This design comes from an exercise in tuning for small area, a short achievable clock period and few clock cycles on the open sky130 flow, not from production work.
No functional check of the RTL was part of any run shown here.
No activity file was given, so power comes from the tool's default toggle rates.

## flow/design.v (module list and top-level ports; edited modules follow where they fit)
// module neural: 2959 lines
// module accum: 344 lines
// module classfier: 16 lines
// module nnctrl: 172 lines
module nnctrl ( reset, clk, input_signal, in, category,
                ram_addr, ram_we, ram_wdata, ram_rdata, rom_addr, rom_rdata,
                done, ready, score0, score1 ) ;
	input 		reset, clk ;
	input		input_signal ;
	input[31:0] in ;
	output 		category ;
	output[10:0]	ram_addr ;
	output		ram_we ;
	output[31:0]	ram_wdata ;
	input[31:0]	ram_rdata ;
	output[16:0]	rom_addr ;
	input[31:0]	rom_rdata ;
	output reg	done ;
	output reg	ready ;
	output[31:0]	score0, score1 ;
	localparam INIT = 2'd0, IN = 2'd1, COMP = 2'd2, FIN = 2'd3 ;
	reg [1:0]	state ;
	reg [1:0]	icnt ;
	reg		isig_d ;
	reg		we ;
	reg		f0_en, f0_bias ;	 
	reg [2:1]	f_en ;
	reg [5:1]	f_bias ;
	reg [10:0]	addr_ram ;
	reg [16:0]	addr_rom ;
	reg [6:0]	m ;			 
	reg [15:0]	one_r, two_r, neg_r ;	 
	reg [14:0]	xe_r ;
	reg		sa_r ;
	reg [31:0]	wr ;
	reg [62:12]	sr, cr, tr ;	 
	reg		cl_r ;	 
	reg [31:0]	acc, res ;
	assign ram_addr = addr_ram ;
	assign ram_we = we ;
	assign ram_wdata = res ;
	assign rom_addr = addr_rom ;
	assign score0 = res ;
	assign score1 = acc ;
	wire		en = f_en[2] ;
	wire [32:0]	xb = { ram_rdata, 1'b0 } ;
	wire [15:0]	one_d, two_d, neg_d ;
	genvar j ;
	generate for ( j = 0 ; j < 16 ; j = j+1 ) begin : enc
		wire x1 = xb[2*j+2], x0 = xb[2*j+1], xm = xb[2*j] ;
		assign one_d[j] = en & ( x0 ^ xm ) ;
		assign two_d[j] = ( en & ( ( x1 & ~x0 & ~xm ) | ( ~x1 & x0 & xm ) ) ) | ( j == 15 && f_bias[2] ) ;
		assign neg_d[j] = en & x1 & ~( x0 & xm ) ;
	end endgenerate
	wire [62:12]	tsr, tcr, ttr ;
	wire		tcl ;
  // ...
==> flow/flow/run.sh <==
#!/bin/bash
set -euo pipefail
W=$(pwd)
R=$W/orfs/results/$FLOW_PLATFORM/nnctrl/base
bash standard.sh synth > synth.log 2>&1
cp $R/1_2_yosys.v $W/synth_standard.v
python3 $W/flow/polarity.py $W/synth_standard.v $W/synth_polarity.v > polarity.log 2>&1
python3 $W/flow/fastfa.py $W/synth_polarity.v $R/1_2_yosys.v 2.8 '^\\?[sctu]r\[' > fastfa.log 2>&1
rm -f $R/1_synth.odb
bash standard.sh finish SETUP_SLACK_MARGIN=7.2 TNS_END_PERCENT=100 > layout.log 2>&1
==> flow/flow/fastfa.py <==
#!/usr/bin/env python3
"""Replace timing-critical full adders by a faster equivalent.

A sky130 fa cell is slow from every input (about 0.4-0.5 ns).  With
p = a ^ b, a full adder is also  sum = p ^ c,  cout = maj(a, b, c): the late
input c reaches sum through one XOR2 and cout through one MAJ3.
This script estimates arrival times with a simple delay model, and replaces
the full adders on the slowest paths by that form (with the latest input as
c) until the estimated critical path stops improving or reaches TARGET.

usage: fastfa.py in.v out.v [target_ns [endpoint_regex]] [-v]
"""
import re, sys, collections

src = open(sys.argv[1]).read()
TARGET = float(sys.argv[3]) if len(sys.argv) > 3 else 0.0
cell_re = re.compile(r'^(\s*)(sky130_fd_sc_hd__\w+)\s+(\S+)\s*\((.*?)\);\s*$', re.S | re.M)
pin_re = re.compile(r'\.(\w+)\(((?:\\\S+\s)|[^()]*?)\)', re.S)
cells = []
for m in cell_re.finditer(src):
    pins = {}
    for pm in pin_re.finditer(m.group(4)):
        pins[pm.group(1)] = pm.group(2).strip()
    cells.append([m.group(2), m.group(3), pins, m.span()])

OUTPINS = {'X', 'Y', 'SUM', 'COUT', 'Q', 'Q_N', 'HI', 'LO'}
def base(t):
    return t.split('__')[-1].rsplit('_', 1)[0]
SEQ = lambda t: base(t).startswith(('df', 'edf', 'sdf'))

driver = {}
loads = collections.defaultdict(list)
for i, c in enumerate(cells):
    for p, n in c[2].items():
        if not n:
            continue
        if p in OUTPINS:
            driver[n] = (i, p)
        else:
            loads[n].append((i, p))

DFA = {'SUM': 0.47, 'COUT': 0.40}
def cdelay(t, outpin):
    b = base(t)
    if b == 'fa':
        return DFA[outpin]
    if b == 'ha':
        return 0.30 if outpin == 'SUM' else 0.25
    if b in ('inv', 'clkinv'):
        return 0.06
    if b in ('buf', 'clkbuf'):
        return 0.15
    if b in ('xor2', 'xnor2'):
        return 0.17
    if SEQ(t):
        return 0.40
    return 0.22

def fo_pen(n):
    return 0.015 * max(0, len(loads[n]) - 1)

# fast[i] = name of the input pin used as the late input
fast = {}

def arrivals():
    arr = {}
    order = []
    # topological by DFS from each net
    sys.setrecursionlimit(100000)
    def net_arr(n):
        if n in arr:
            return arr[n]
        arr[n] = 0.0
        if n not in driver:
            arr[n] = 0.3   # primary input (port) or constant
            return arr[n]
        i, p = driver[n]
        t = cells[i][0]
        if SEQ(t):
            arr[n] = cdelay(t, p) + fo_pen(n)
            return arr[n]
        ins = {q: net_arr(m) for q, m in cells[i][2].items() if q not in OUTPINS and m}
        if i in fast:
            L = fast[i]
            others = [q for q in ('A', 'B', 'CIN') if q != L]
            tp = max(ins[q] for q in others) + 0.17
            if p == 'SUM':
                v = max(tp, ins[L]) + 0.17
            else:
                v = max(ins.values()) + 0.33
        else:
            v = (max(ins.values()) if ins else 0.0) + cdelay(t, p)
        arr[n] = v + fo_pen(n)
        return arr[n]
    for n in list(driver):
        net_arr(n)
    return arr

EPRE = re.compile(sys.argv[4] if len(sys.argv) > 4 and not sys.argv[4].startswith('-') else '.')
def endpoints():
    eps = []
    for i, c in enumerate(cells):
        if SEQ(c[0]) and EPRE.search(c[1]):
            for p, n in c[2].items():
                if p not in OUTPINS and p not in ('CLK',) and n:
                    eps.append(n)
    return eps

def crit_fas(arr, tmax, eps):
    # required times backward
    req = collections.defaultdict(lambda: 1e9)
    for n in eps:
        req[n] = min(req[n], tmax)
    # process nets in decreasing arrival order
    nets = sorted(arr, key=lambda n: -arr[n])
    crit = []
    for n in nets:
        if n not in driver or req[n] >= 1e9:
            continue
        i, p = driver[n]
        t = cells[i][0]
        if SEQ(t):
            continue
        r_out = req[n] - fo_pen(n)
        for q, m in cells[i][2].items():
            if q in OUTPINS or not m:
                continue
            if i in fast:
                d = (0.17 if q == fast[i] else 0.34) if p == 'SUM' else 0.33
            else:
                d = cdelay(t, p)
            req[m] = min(req[m], r_out - d)
        if base(t) == 'fa' and i not in fast and arr[n] > r_out - 0.02:
            crit.append(i)
    return crit

eps = endpoints()
arr = arrivals()
t0 = max(arr[n] for n in eps if n in arr)
best = t0
for it in range(40):
    arr = arrivals()
    tmax = max(arr[n] for n in eps if n in arr)
    if tmax <= TARGET:
        break
    crit = crit_fas(arr, tmax, eps)
    if not crit:
        break
    for i in set(crit):
        ins = {q: arr.get(m, 0.0) for q, m in cells[i][2].items() if q in ('A', 'B', 'CIN')}
        fast[i] = max(ins, key=ins.get)
arr = arrivals()
t1 = max(arr[n] for n in eps if n in arr)
sys.stderr.write('fastfa: estimated critical %.2f -> %.2f ns, %d of %d full adders replaced\n'
                 % (t0, t1, len(fast), sum(1 for c in cells if base(c[0]) == 'fa')))

def q(n):
    return n + (' ' if n.startswith('\\') else '')
out = []
pos = 0
k = 0
for i, c in enumerate(cells):
    s, e = c[3]
    out.append(src[pos:s])
    pos = e
    if i not in fast:
        out.append(src[s:e])
        continue
    L = fast[i]
    a1, a2 = [c[2][x] for x in ('A', 'B', 'CIN') if x != L]
    cc = c[2][L]
    pn = '_ffp%d_' % k
    k += 1
    nm = c[1].lstrip('\\').strip()
    txt = '  wire %s;\n' % pn
    txt += '  sky130_fd_sc_hd__xor2_1 \\%s_p  (\n    .A(%s),\n    .B(%s),\n    .X(%s)\n  );\n' % (nm, q(a1), q(a2), pn)
    if c[2].get('SUM'):
        txt += '  sky130_fd_sc_hd__xor2_1 \\%s_s  (\n    .A(%s),\n    .B(%s),\n    .X(%s)\n  );\n' % (nm, pn, q(cc), q(c[2]['SUM']))
    if c[2].get('COUT'):
        txt += '  sky130_fd_sc_hd__maj3_1 \\%s_c  (\n    .A(%s),\n    .B(%s),\n    .C(%s),\n    .X(%s)\n  );' % (nm, q(a1), q(a2), q(cc), q(c[2]['COUT']))
    out.append(txt)
out.append(src[pos:])
open(sys.argv[2], 'w').write(''.join(out))
if '-v' in sys.argv:
    n = max((n for n in eps if n in arr), key=lambda n: arr[n])
    while n in driver:
        i, p = driver[n]
        sys.stderr.write('  %.2f %s %s %s%s\n' % (arr[n], cells[i][0].split('__')[-1], cells[i][1], p, ' FAST' if i in fast else ''))
        if SEQ(cells[i][0]):
            break
        ins = [(arr.get(m, 0), m) for q2, m in cells[i][2].items() if q2 not in OUTPINS and m]
        n = max(ins)[1]
==> flow/flow/polarity.py <==
#!/usr/bin/env python3
"""Inverter removal around full adders in a flat gate-level Verilog netlist.

A full adder is self-dual: FA(~a, ~b, ~c) = (~sum, ~cout).  An XOR2 can be
swapped for an XNOR2 to complement its output.  This script chooses, for every
full adder and XOR/XNOR gate, whether to complement it so that the number of
inverters needed between cells is smallest, then rewrites the netlist.
Registers and every other cell are left as they are.

usage: polarity.py in.v out.v
"""
import re, sys, random, collections

src = open(sys.argv[1]).read()

# ---- parse the module body into cell instances
mod_m = re.search(r'^module\s+(\S+)\s*\((.*?)\);', src, re.S | re.M)
cell_re = re.compile(r'^(\s*)(sky130_fd_sc_hd__\w+)\s+(\S+)\s*\((.*?)\);\s*$', re.S | re.M)
pin_re = re.compile(r'\.(\w+)\(((?:\\\S+\s)|[^()]*?)\)', re.S)

cells = []          # [type, name, {pin: net}, span]
for m in cell_re.finditer(src):
    pins = {}
    for pm in pin_re.finditer(m.group(4)):
        pins[pm.group(1)] = pm.group(2).strip()
    cells.append([m.group(2), m.group(3), pins, m.span()])

OUTPINS = {'X', 'Y', 'SUM', 'COUT', 'Q', 'Q_N', 'HI', 'LO'}

def base(t):
    return t.split('__')[-1].rsplit('_', 1)[0]

def is_inv(c):
    return base(c[0]) in ('inv', 'clkinv')

def is_buf(c):
    return base(c[0]) in ('buf', 'clkbuf')

# nets used outside cell pins (assign statements, ports): frozen
frozen_nets = set()
for a in re.findall(r'^\s*assign\s+(.*?);', src, re.M | re.S):
    for tok in re.findall(r'(\\\S+|[A-Za-z_][\w$]*(?:\[\d+\])?)', a):
        frozen_nets.add(tok)
port_names = set(re.findall(r'(?:input|output|inout)\s+(?:\[[^\]]*\]\s*)?(\S+?)\s*;', src))

def net_frozen(n):
    b = n.split('[')[0] if not n.startswith('\\') else n
    return n in frozen_nets or b in frozen_nets or b in port_names

driver = {}
loads = collections.defaultdict(list)
for i, c in enumerate(cells):
    for p, n in c[2].items():
        if p in OUTPINS:
            driver[n] = (i, p)
        else:
            loads[n].append((i, p))

# ---- root of every net through inverter chains
def root(n):
    par = 0
    seen = 0
    while n in driver and (is_inv(cells[driver[n][0]]) or is_buf(cells[driver[n][0]])):
        par ^= is_inv(cells[driver[n][0]])
        n = cells[driver[n][0]][2]['A']
        seen += 1
        if seen > 50:
            raise SystemExit('inverter loop')
    return n, par

# ---- signals: root net -> consumers (non-inverter pins) with parity
groups = collections.defaultdict(lambda: {'cons': [], 'nets': set(), 'invs': []})
for i, c in enumerate(cells):
    if is_inv(c) or is_buf(c):
        r, par = root(c[2]['A'])
        g = groups[r]
        g['invs'].append(i)
        g['nets'].add(c[2]['Y' if is_inv(c) else 'X'])
        continue
    for p, n in c[2].items():
        if p in OUTPINS:
            continue
        r, par = root(n)
        groups[r]['cons'].append((i, p, par))
        groups[r]['nets'].add(n)

FLIPFA = lambda c: base(c[0]) == 'fa'
FLIPX = lambda c: base(c[0]) in ('xor2', 'xnor2')

flip = {}
for i, c in enumerate(cells):
    if FLIPFA(c) or FLIPX(c):
        flip[i] = 0

opt_groups = {}
for r, g in groups.items():
    if not g['invs'] and not any(cells[i][0] and FLIPFA(cells[i]) for i, p, q in g['cons']) \
            and not (r in driver and driver[r][0] in flip):
        continue
    nets = set(g['nets']) | {r}
    if any(net_frozen(n) for n in nets) or r not in driver:
        # frozen signal: its driver and consumers keep polarity only if we
        # never flip them; mark them unflippable
        for i, p, q in g['cons']:
            flip.pop(i, None)
        if r in driver:
            flip.pop(driver[r][0], None)
        continue
    opt_groups[r] = g

# consumers that are fixed-polarity are fine; flippable driver of a frozen net removed above
cell_groups = collections.defaultdict(set)
for r, g in opt_groups.items():
    d = driver[r][0]
    cell_groups[d].add(r)
    for i, p, q in g['cons']:
        cell_groups[i].add(r)

def gcost(r):
    g = opt_groups[r]
    fd = flip.get(driver[r][0], 0)
    for i, p, q in g['cons']:
        pc = flip.get(i, 0) if FLIPFA(cells[i]) else 0
        if q ^ fd ^ pc:
            return 1
    return 0

before = sum(len(g['invs']) for g in opt_groups.values())
cur = {r: gcost(r) for r in opt_groups}
random.seed(1)
import math
order = list(flip)
best = dict(flip); bestc = sum(cur.values()); total = bestc
T = 2.0
for step in range(400000):
    i = order[random.randrange(len(order))]
    gs = cell_groups[i]
    old = sum(cur[r] for r in gs)
    flip[i] ^= 1
    new = {r: gcost(r) for r in gs}
    d = sum(new.values()) - old
    if d <= 0 or random.random() < math.exp(-d / T):
        cur.update(new)
        total += d
        if total < bestc:
            bestc = total; best = dict(flip)
    else:
        flip[i] ^= 1
    T = max(0.02, 2.0 * (1 - step / 300000.0))
flip = best
cur = {r: gcost(r) for r in opt_groups}
after = sum(cur.values())
sys.stderr.write('polarity: %d signals, inverters %d -> %d, flipped %d cells\n'
                 % (len(opt_groups), before, after, sum(flip.values())))

# ---- rewrite
remove = set()
newpins = {}           # (cell, pin) -> net
newcells = []
newwires = []
k = 0
for r, g in opt_groups.items():
    remove.update(g['invs'])
    fd = flip.get(driver[r][0], 0)
    inv_net = None
    for i, p, q in g['cons']:
        pc = flip.get(i, 0) if FLIPFA(cells[i]) else 0
        if q ^ fd ^ pc:
            if inv_net is None:
                inv_net = '_pol%d_' % k
                k += 1
                newwires.append(inv_net)
                newcells.append('  sky130_fd_sc_hd__inv_1 %s_i (\n    .A(%s),\n    .Y(%s)\n  );\n'
                                % (inv_net, r + (' ' if r.startswith('\\') else ''), inv_net))
            newpins[(i, p)] = inv_net
        else:
            newpins[(i, p)] = r

out = []
pos = 0
for i, c in enumerate(cells):
    s, e = c[3]
    out.append(src[pos:s])
    pos = e
    if i in remove:
        continue
    t = c[0]
    pins = dict(c[2])
    for p in list(pins):
        if (i, p) in newpins:
            pins[p] = newpins[(i, p)]
    if FLIPX(c) and flip.get(i, 0):
        if base(t) == 'xor2':
            t = t.replace('xor2', 'xnor2')
            pins['Y'] = pins.pop('X')
        else:
            t = t.replace('xnor2', 'xor2')
            pins['X'] = pins.pop('Y')
    body = ',\n'.join('    .%s(%s%s)' % (p, n, ' ' if n.startswith('\\') else '') for p, n in pins.items())
    out.append('  %s %s (\n%s\n  );' % (t, c[1], body))
out.append(src[pos:])
res = ''.join(out)
# declare new wires and add new inverters before endmodule
decl = ''.join('  wire %s;\n' % w for w in newwires)
em = res.rfind('endmodule')
res = res[:em] + decl + ''.join(newcells) + res[em:]
open(sys.argv[2], 'w').write(res)
==> flow/standard.sh <==
#!/bin/bash
# synth_recipe.tcl (not shown) runs the flow's synth.tcl, then flattens the netlist and writes it again
# the make line also repeats each setting of config.mk as NAME=value (left out here)
make -C /OpenROAD-flow-scripts/flow DESIGN_CONFIG=/design/flow/config.mk WORK_HOME=/design/flow/orfs CLKGATE_MAP_FILE= SYNTH_SCRIPT=/design/flow/synth_recipe.tcl "${@:-finish}"
==> flow/config.mk <==
export PLATFORM = sky130hd
export DESIGN_NAME = nnctrl
export DESIGN_NICKNAME = nnctrl
export VERILOG_FILES = /design/flow/design.v
export SDC_FILE = /design/flow/constraint.sdc
export NUM_CORES = 4
export LEC_CHECK = 0
export ABC_CLOCK_PERIOD_IN_PS = 3000
export CAP_MARGIN = 20
export CORE_MARGIN = 2
export CORE_UTILIZATION = 55
export SLEW_MARGIN = 20
==> flow/constraint.sdc <==
create_clock -name core_clock -period 11.0 [get_ports {clk}]
set_input_delay 2.2000 -clock core_clock [delete_from_list [all_inputs] [get_ports {clk}]]
set_output_delay 2.2000 -clock core_clock [all_outputs]
set_load 0.01 [all_outputs]
==> run summary, run 1 <==
Global routing:
- Global routing finished with a remaining overflow of 0.
- Global routing used 45.47% of the available met1 tracks.
- The number of global-route vias before repair came to 29.61k.

Status:
- The run finished with no timing, DRC or antenna violations.

Drt:
- In this run the remaining antenna-violating nets after routing total 0.
- After detailed routing, the average wire length per cell comes to 25.48 um.
- The mean number of vias per cell is 6.377.
- The met3 wire length is 12,420 um.
- For this run, design rule violations remaining after detail routing come to 0.
- The routed metal-1 wirelength is 44,630 um.
- The count of routing violations after the opening detailed-route iteration is 3,140.

Worst setup path:
- The first element of the critical path is state[0]$_DFFE_PP0P_.
- Traced cell by cell, the critical path runs through ha_2 -> inv_2 -> a211oi_4 -> buf_6 -> buf_12 -> buf_4 -> nand2_1 -> inv_1 -> fa_1 -> ha_1 -> a21oi_1 -> o21ai_0 -> a21oi_1 -> o211ai_1 -> buf_4 -> a31oi_4 -> o221ai_2 -> xnor2_1.
- The startpoint type of the worst setup path is a flop.
- The number of buffers and inverters on the critical path is 6.
- For the worst setup path, the data arrival time is 4.41 ns.
- In this run the worst setup path terminates at acc[28]$_DFF_P_.
- For the worst setup path, the data required time is 11.46 ns.

Power:
- For this design the total switching power over the nets is 5.440 mW.
- The clock group share of total power is 12.1%.
- The part of the total power dissipated in combinational logic is 70.1%.
- The internal power consumption is 6.531 mW.
- The design draws 11.97 mW.

Layout:
- Buffers outside the clock tree occupy 7.809% of the routed design's cell area.
- The fraction of area in registers is 19.63%.
- In the final design, more cell area goes to multi-input combinational cells than to any other class.
- The most common library cell in the layout ignoring fill and taps is a22oi_1.
- Of all the cell area in the finished design, the clock network holds 3.606%.

Placed design:
- The congestion estimate from routability-driven global placement came to 0.9241.
- The count of buffers added on input and output ports is 226.
- Before CTS, the worst setup slack after placement is 6.544 ns.

Min path:
- The endpoint with the worst hold slack is f_en[2]$_DFF_PP0_.
- The hold path startpoint is f_en[1]$_DFF_PP0_.
- The worst hold path was traced through 0 stages.

Yosys:
- The cell count after synthesis came out at 3,327.
- The average cell area after synthesis is 10.31 sq um.

STA:
- Headroom to the max-slew limit came out at 35.44%.
- The highest clock frequency the design can meet is 253.3 MHz.

Floorplan:
- The die is 253.7 um tall.
- Once the floorplan was initialized, standard cells occupied 55.56% of the core.

CTS:
- In this run the deepest clock path goes through 3 buffers.

Run:
- Max-cap violations in this run came to 0.
==> module nnctrl, before the edit <==
module nnctrl ( reset, clk, input_signal, in, category,
                ram_addr, ram_we, ram_wdata, ram_rdata, rom_addr, rom_rdata,
                done, ready, score0, score1 ) ;
	input 		reset, clk ;
	input		input_signal ;
	input[31:0] in ;
	output 		category ;
	output[10:0]	ram_addr ;
	output		ram_we ;
	output[31:0]	ram_wdata ;
	input[31:0]	ram_rdata ;
	output[16:0]	rom_addr ;
	input[31:0]	rom_rdata ;
	output reg	done ;
	output reg	ready ;
	output[31:0]	score0, score1 ;
	localparam INIT = 2'd0, IN = 2'd1, COMP = 2'd2, FIN = 2'd3 ;
	reg [1:0]	state ;
	reg [1:0]	icnt ;
	reg		isig_d ;
	reg		we ;
	reg		f0_en, f0_bias ;	 
	reg [2:1]	f_en ;
	reg [5:1]	f_bias ;
	reg [10:0]	addr_ram ;
	reg [16:0]	addr_rom ;
	reg [6:0]	m ;			 
	reg [15:0]	one_r, two_r, neg_r ;	 
	reg [14:0]	xe_r ;
	reg		sa_r ;
	reg [31:0]	wr ;
	reg [62:12]	sr, cr, tr ;	 
	reg		cl_r ;	 
	reg [31:0]	acc, res ;
	assign ram_addr = addr_ram ;
	assign ram_we = we ;
	assign ram_wdata = res ;
	assign rom_addr = addr_rom ;
	assign score0 = res ;
	assign score1 = acc ;
	wire		en = f_en[2] ;
	wire [32:0]	xb = { ram_rdata, 1'b0 } ;
	wire [15:0]	one_d, two_d, neg_d ;
	genvar j ;
	generate for ( j = 0 ; j < 16 ; j = j+1 ) begin : enc
		wire x1 = xb[2*j+2], x0 = xb[2*j+1], xm = xb[2*j] ;
		assign one_d[j] = en & ( x0 ^ xm ) ;
		assign two_d[j] = ( en & ( ( x1 & ~x0 & ~xm ) | ( ~x1 & x0 & xm ) ) ) | ( j == 15 && f_bias[2] ) ;
		assign neg_d[j] = en & x1 & ~( x0 & xm ) ;
	end endgenerate
	wire [62:12]	tsr, tcr, ttr ;
	wire		tcl ;
	neural aNeural ( .one(one_r), .two(two_r), .neg(neg_r), .xe(xe_r), .sa(sa_r), .w(wr), .r0(tsr), .r1(tcr), .r2(ttr), .cl(tcl) ) ;
	reg		lc ;
	wire		resolve = f_bias[5] ;
	wire		clr = ( resolve && state != FIN ) || done || state == INIT ;
	wire [31:0]	a0 = clr ? 32'd0 : acc ;
	wire		lo_c ;
	wire [31:0]	acc_next ;
	accum aAccum ( .r0(sr), .r1(cr), .r2(tr), .cl(cl_r), .a0(a0), .lc(lc), .acc_next(acc_next), .lo_c(lo_c) ) ;
	classfier classfier ( reset, clk, state == FIN && resolve, res, acc, category ) ;
	wire rise = input_signal & ~isig_d ;
	wire last = f0_en && ( addr_ram == 11'd999 || addr_ram == 11'd1124 ) ;
	always @( posedge clk ) begin
		one_r <= one_d ;
		two_r <= two_d ;
		neg_r <= neg_d ;
		xe_r <= en ? ram_rdata[14:0] : 15'd0 ;
		sa_r <= en & ram_rdata[31] ;
		wr <= rom_rdata ;
		sr <= tsr ;
		cr <= tcr ;
		tr <= ttr ;
		cl_r <= tcl ;
		acc <= acc_next ;
		lc <= lo_c ;
		if ( input_signal )
			res <= in ;
		else if ( resolve && state == COMP )
			res <= acc ;
	end
	always @( posedge clk ) begin
		if ( state == INIT || ( state == FIN && resolve ) ) begin
			addr_ram <= 11'd0 ;
			addr_rom <= 17'd0 ;
			m <= 7'd0 ;
		end
		else if ( state == IN || state == COMP ) begin
			if ( last ) begin
				addr_ram <= { 4'b1000, m } ;
				addr_rom <= addr_rom+1 ;
				m <= m+1 ;
			end
			else if ( f0_bias )
				addr_ram <= ( m >= 7'd100 ) ? 11'd1025 : 11'd0 ;
			else if ( f0_en ) begin
				addr_ram <= addr_ram+1 ;
				addr_rom <= addr_rom+1 ;
			end
		end
	end
	always @( posedge clk or posedge reset ) begin
		if ( reset ) begin
			state <= INIT ;
			icnt <= 2'd0 ;
			isig_d <= 1'b0 ;
			we <= 1'b0 ;
			f0_en <= 1'b0 ;
			f0_bias <= 1'b0 ;
			f_en <= 2'd0 ;
			f_bias <= 5'd0 ;
			done <= 1'b0 ;
			ready <= 1'b0 ;
		end
		else begin
			isig_d <= input_signal ;
			f_en <= { f_en[1], f0_en } ;
			f_bias <= { f_bias[4:1], f0_bias } ;
			done <= 1'b0 ;
			case ( state )
			INIT: begin
				icnt <= icnt+1 ;
				if ( icnt == 2'd3 ) begin
					state <= IN ;
					ready <= 1'b1 ;
				end
			end
			IN: begin
				if ( last ) begin
					f0_en <= 1'b0 ;
					f0_bias <= 1'b1 ;
					we <= 1'b1 ;
					state <= COMP ;
					ready <= 1'b0 ;
				end
				else begin
					f0_en <= rise ;
					we <= rise ;
				end
			end
			COMP: begin
				if ( last ) begin
					f0_en <= 1'b0 ;
					f0_bias <= 1'b1 ;
					we <= 1'b1 ;
				end
				else if ( f0_bias ) begin
					f0_bias <= 1'b0 ;
					we <= 1'b0 ;
					if ( m == 7'd102 ) begin
						f0_en <= 1'b0 ;
						state <= FIN ;
					end
					else
						f0_en <= 1'b1 ;
				end
				else begin
					f0_en <= 1'b1 ;
					we <= ( addr_ram == 11'd1123 ) && !m[0] ;
				end
			end
			FIN: begin
				if ( resolve ) begin
					done <= 1'b1 ;
					ready <= 1'b1 ;
					state <= IN ;
				end
			end
			endcase
		end
	end
endmodule
==> run 2, diff against run 1 <==
--- a/flow/design.v
+++ b/flow/design.v
@@ -3374,7 +3374,11 @@
 	neural aNeural ( .one(one_r), .two(two_r), .neg(neg_r), .xe(xe_r), .sa(sa_r), .w(wr), .r0(tsr), .r1(tcr), .r2(ttr), .cl(tcl) ) ;
 	reg		lc ;
 	wire		resolve = f_bias[5] ;
-	wire		clr = ( resolve && state != FIN ) || done || state == INIT ;
+	reg		clr ;
+	wire		init_next = state == INIT && icnt != 2'd3 ;
+	wire		fin_next = ( state == COMP && f0_bias && m == 7'd102 ) || ( state == FIN && !resolve ) ;
+	wire		done_next = state == FIN && resolve ;
+	wire		clr_next = ( f_bias[4] && !fin_next ) || done_next || init_next ;
 	wire [31:0]	a0 = clr ? 32'd0 : acc ;
 	wire		lo_c ;
 	wire [31:0]	acc_next ;
@@ -3432,9 +3436,11 @@
 			f_bias <= 5'd0 ;
 			done <= 1'b0 ;
 			ready <= 1'b0 ;
+			clr <= 1'b1 ;
 		end
 		else begin
 			isig_d <= input_signal ;
+			clr <= clr_next ;
 			f_en <= { f_en[1], f0_en } ;
 			f_bias <= { f_bias[4:1], f0_bias } ;
 			done <= 1'b0 ;
==> run 2 against run 1 <==
Net effect: sequential share of layout area up 0.23 points; register-to-register slack better by 0.20 ns; worst hold slack worse by 0.0031 ns; area after synthesis down 0.39%; non-clock buffer count up 2; die area down 0.39%; final cell count down 0.93%; count of clock-buffer cells in the layout up 2; sequential power up 2%; combinational power down 2%.
==> run summary, run 2 <==
Status:
- The run finished with no timing, DRC or antenna violations.

STA:
- The count of endpoints failing hold in the final timing report is 0.
- The final setup slack of the worst path is 7.230 ns.
- The final count of pins violating max slew is 0.
- In the finished design, the share of the clock period the worst path needs comes to 34.27%.
- The worst slew margin relative to its limit was 33.92% (-1.5 points).
- Setup repair after global routing could not meet its margin everywhere.
- Summed over all failing endpoints, the final setup total negative slack is 0 ns.
- Setup violations remaining at the end of the flow were counted as 0.
- The worst clock skew is 0.03319 ns.
- For the finished layout, the period the worst path requires is 3.770 ns.
- The highest clock frequency the design can meet is 265.3 MHz (+4.7%).
- The worst hold slack after final layout is 0.3492 ns.
- The slew at the pin with the worst max-slew slack is 0.9912 ns.

Yosys:
- The cell area that synthesis handed to floorplanning was 34,150 sq um.
- The number of nets in the synthesized netlist is 3,867.
- The average cell area after synthesis was 10.41 sq um (+1.0%).
- Yosys printed 2 warnings.
- The instance count of the mapped netlist is 3,281 (-1.4%).

Floorplan:
- The die boundary width is 253.2 um.
- The starting utilization of the core area came to 55.45% (-0.11 points).
- The site row count is 91.
- The total I/O pin count is 227.
- The die outline height is 253.2 um (-0.19%).
- The total die area is 64,110 sq um.
- The area of the core is 61,600 sq um.

Worst setup path:
- The family of cells with the greatest summed delay on the critical path is buffers and inverters.
- The slowest stage of the critical path belongs to the cell clkdlybuf4s50_1.
- Along the worst path, the maximum fanout reaches 2.
- The delay of the slowest cell on the worst path is 0.57 ns.
- The sum of buffers and inverters on the critical path is 1 (-5).
- The worst setup path is captured at a primary output.
- The critical path start-end classification is flop to primary output.
- Traced cell by cell, the critical path runs through clkdlybuf4s50_1.
- The required time at the endpoint of the critical path is 8.80 ns (-2.66 ns).
- The startpoint type of the worst setup path is a flop.
- The worst path arrival time is 1.57 ns (-2.84 ns).

CTS:
- The cts-stage hold buffer count is 0.
- The buffer depth of the longest clock path is 3 (unchanged).
- For this design, the sink count on the clock tree is 369.
- The number of levels the H-tree was split into is 2.
- TritonCTS built the clock tree.
- The register clock-pin slew on the reported worst setup and hold paths is 0.06 ns.
- The cell sitting at the root of the clock tree is a clkbuf_16.
- The total clock buffers created by CTS is 44.
- For the worst-skew pair, the clock arrives at the later sink with an insertion delay of 0.60 ns.

Drt:
- The routed layout has 28.57k vias.
- The residual antenna-violating net count after detailed routing is 0 (unchanged).
- The count of unresolved DRC violations after routing is 0 (unchanged).
- The pre-antenna-repair detailed-routing pass consisted of 8 iterations.
- The count of routing violations after the opening detailed-route iteration is 2,941 (-6.3%).
- The routed design has 118,500 um of wire.
- The mean routed wirelength per cell is 26.42 um (+3.7%).
- The mean number of vias per cell came to 6.369 (-0.12%).

Global routing:
- The global-route wire length before repair is 178,100 um.
- The sum of overflow across all layers after global routing is 0 (unchanged).
- Entering global routing, the biggest net connects 67 pins.
- The number of global-route vias before repair is 29.97k (+1.2%).
- The total routing resource utilization after global routing is 36.73%.
- The initial antenna violation count is 1.

Layout:
- The filler cells instantiated in the layout total 5,060.
- The synthesis-to-finish area growth is 16.97%.
- The post-route cell area is 39,950 sq um.
- The fraction of layout cells with a size suffix above 1 is 8.167%.
- In the layout the commonest cells are a22oi_1 (497), xor2_1 (466), xnor2_1 (452).
- The largest registers in the layout are cr x51, sr x51, tr x51.
- The number of antenna diodes in the final layout is 0.
- Leaving out fill and tap cells, the most frequent cell in the layout is a22oi_1.
- The final layout contains 4,201 nets.

Min path:
- The type of the most critical hold path is flop to flop.

Run:
- The max-capacitance violation count was 0 (unchanged).

Placed design:
- The final weighted congestion in routability-driven placement is 0.8922 (-3.5%).
- The placed cell area is 37,830 sq um.
- The post-DP HPWL is 73,880 um.
- The count of buffers from port buffering is 226 (unchanged).
- The worst setup slack before clock tree synthesis is 6.375 ns (-0.1688 ns).

Power:
- The power density over the cells is 297.9 nW/um^2.
- The leakage power of the design is 16.36 nW.
- The total power of the final layout is 11.90 mW (-0.59%).
- Across the VDD grid, the largest voltage drop is 0.2804 mV.
[run 2: what timing repair did]
item	CTS	global route
setup endpoints to repair	100	45
gates cloned	1	0
pin swaps	8	21
gates resized for setup	53	69
buffers inserted	15	11
[run 2: final timing paths]
path / cells after the start / endpoint / startpoint / slack [ns]
setup / recovery: 1 / score1[16] / acc[16]$_DFF_P_ / 7.23
hold / removal: 0 / f_bias[4]$_DFF_PP0_ / f_bias[3]$_DFF_PP0_ / 0.35
setup reg to reg: 14 / acc[31]$_DFF_P_ / clr$_DFF_PP1_ / 7.25
hold reg to reg: 0 / f_bias[4]$_DFF_PP0_ / f_bias[3]$_DFF_PP0_ / 0.35
max in group asynchronous: 2 / f_bias[5]$_DFF_PP0_ / reset / 8.50
min in group asynchronous: 2 / classfier.category$_DFFE_PP0P_ / reset / 2.03
[run 2: power breakdown]
group | internal (mW) | switching [mW]
Clock | 0.861 | 0.605
Sequential | 1.88 | 0.300
Combinational | 3.77 | 4.48
[run 2: area by class of cell]
type	count	area [sq um]	area share (%)
Clock inverter	17	172.7	0.4322
Sequential cell	369	7933	19.86
Tap cell	837	1047	2.621
Timing Repair inverter	1	7.507	0.01879
Inverter	110	422.9	1.059
Multi-Input combinational cell	2763	25900	64.82
Clock buffer	63	1284	3.213
Timing Repair Buffer	326	3188	7.980
[run 2: routing by layer]
metal | wire length (um) | share of wire, % | GRT usage (%)
met1 | 44700 | 38 | 46.81
met2 | 52620 | 44 | 57.28
met3 | 14240 | 12 | 9.910
met4 | 6919 | 5.8 | 18.75
met5 | 13 | 0.011 | 0.4633
[run 2: per-stage QoR]
step           util [%]  instances
6_report          64.86       4486
5_1_grt           64.86       4486
4_1_cts           64.18       4475
3_5_place_dp      61.41       4379
3_3_place_gp      61.41       4379
2_1_floorplan         -       3281

[separate check: timing with driven ports]
Ports are ideal in the flow. The routed layouts listed here were re-timed in OpenROAD.
Step 1: set_driving_cell puts a clkbuf_16 on clk and a buf_2 on each other input, an assumption about the parent block.
Step 2 moves the port delays by t, midway between the first and last clock arrival at a register: inputs arrive t later, outputs are due t later. That takes back most of the time a late clock gives input paths.
Slacks: ideal ports / drivers / drivers and shift; pairs: ideal ports / drivers.
| run | t, ns | slack for setup (ns) | worst setup path after step 2 | clock arrival spread, ns |
|---|---|---|---|---|
| run 1 | 0.648 | 7.051 / 7.051 / 7.051 | register to register | 0.037 / 0.036 |
| run 2 | 0.655 | 7.230 / 7.162 / 6.909 | input to register | 0.033 / 0.034 |
After both steps setup and hold are still met in every run listed. For run 2, which loses most, drivers alone change the setup slack by -0.068 ns; drivers and shift together by -0.321 ns.
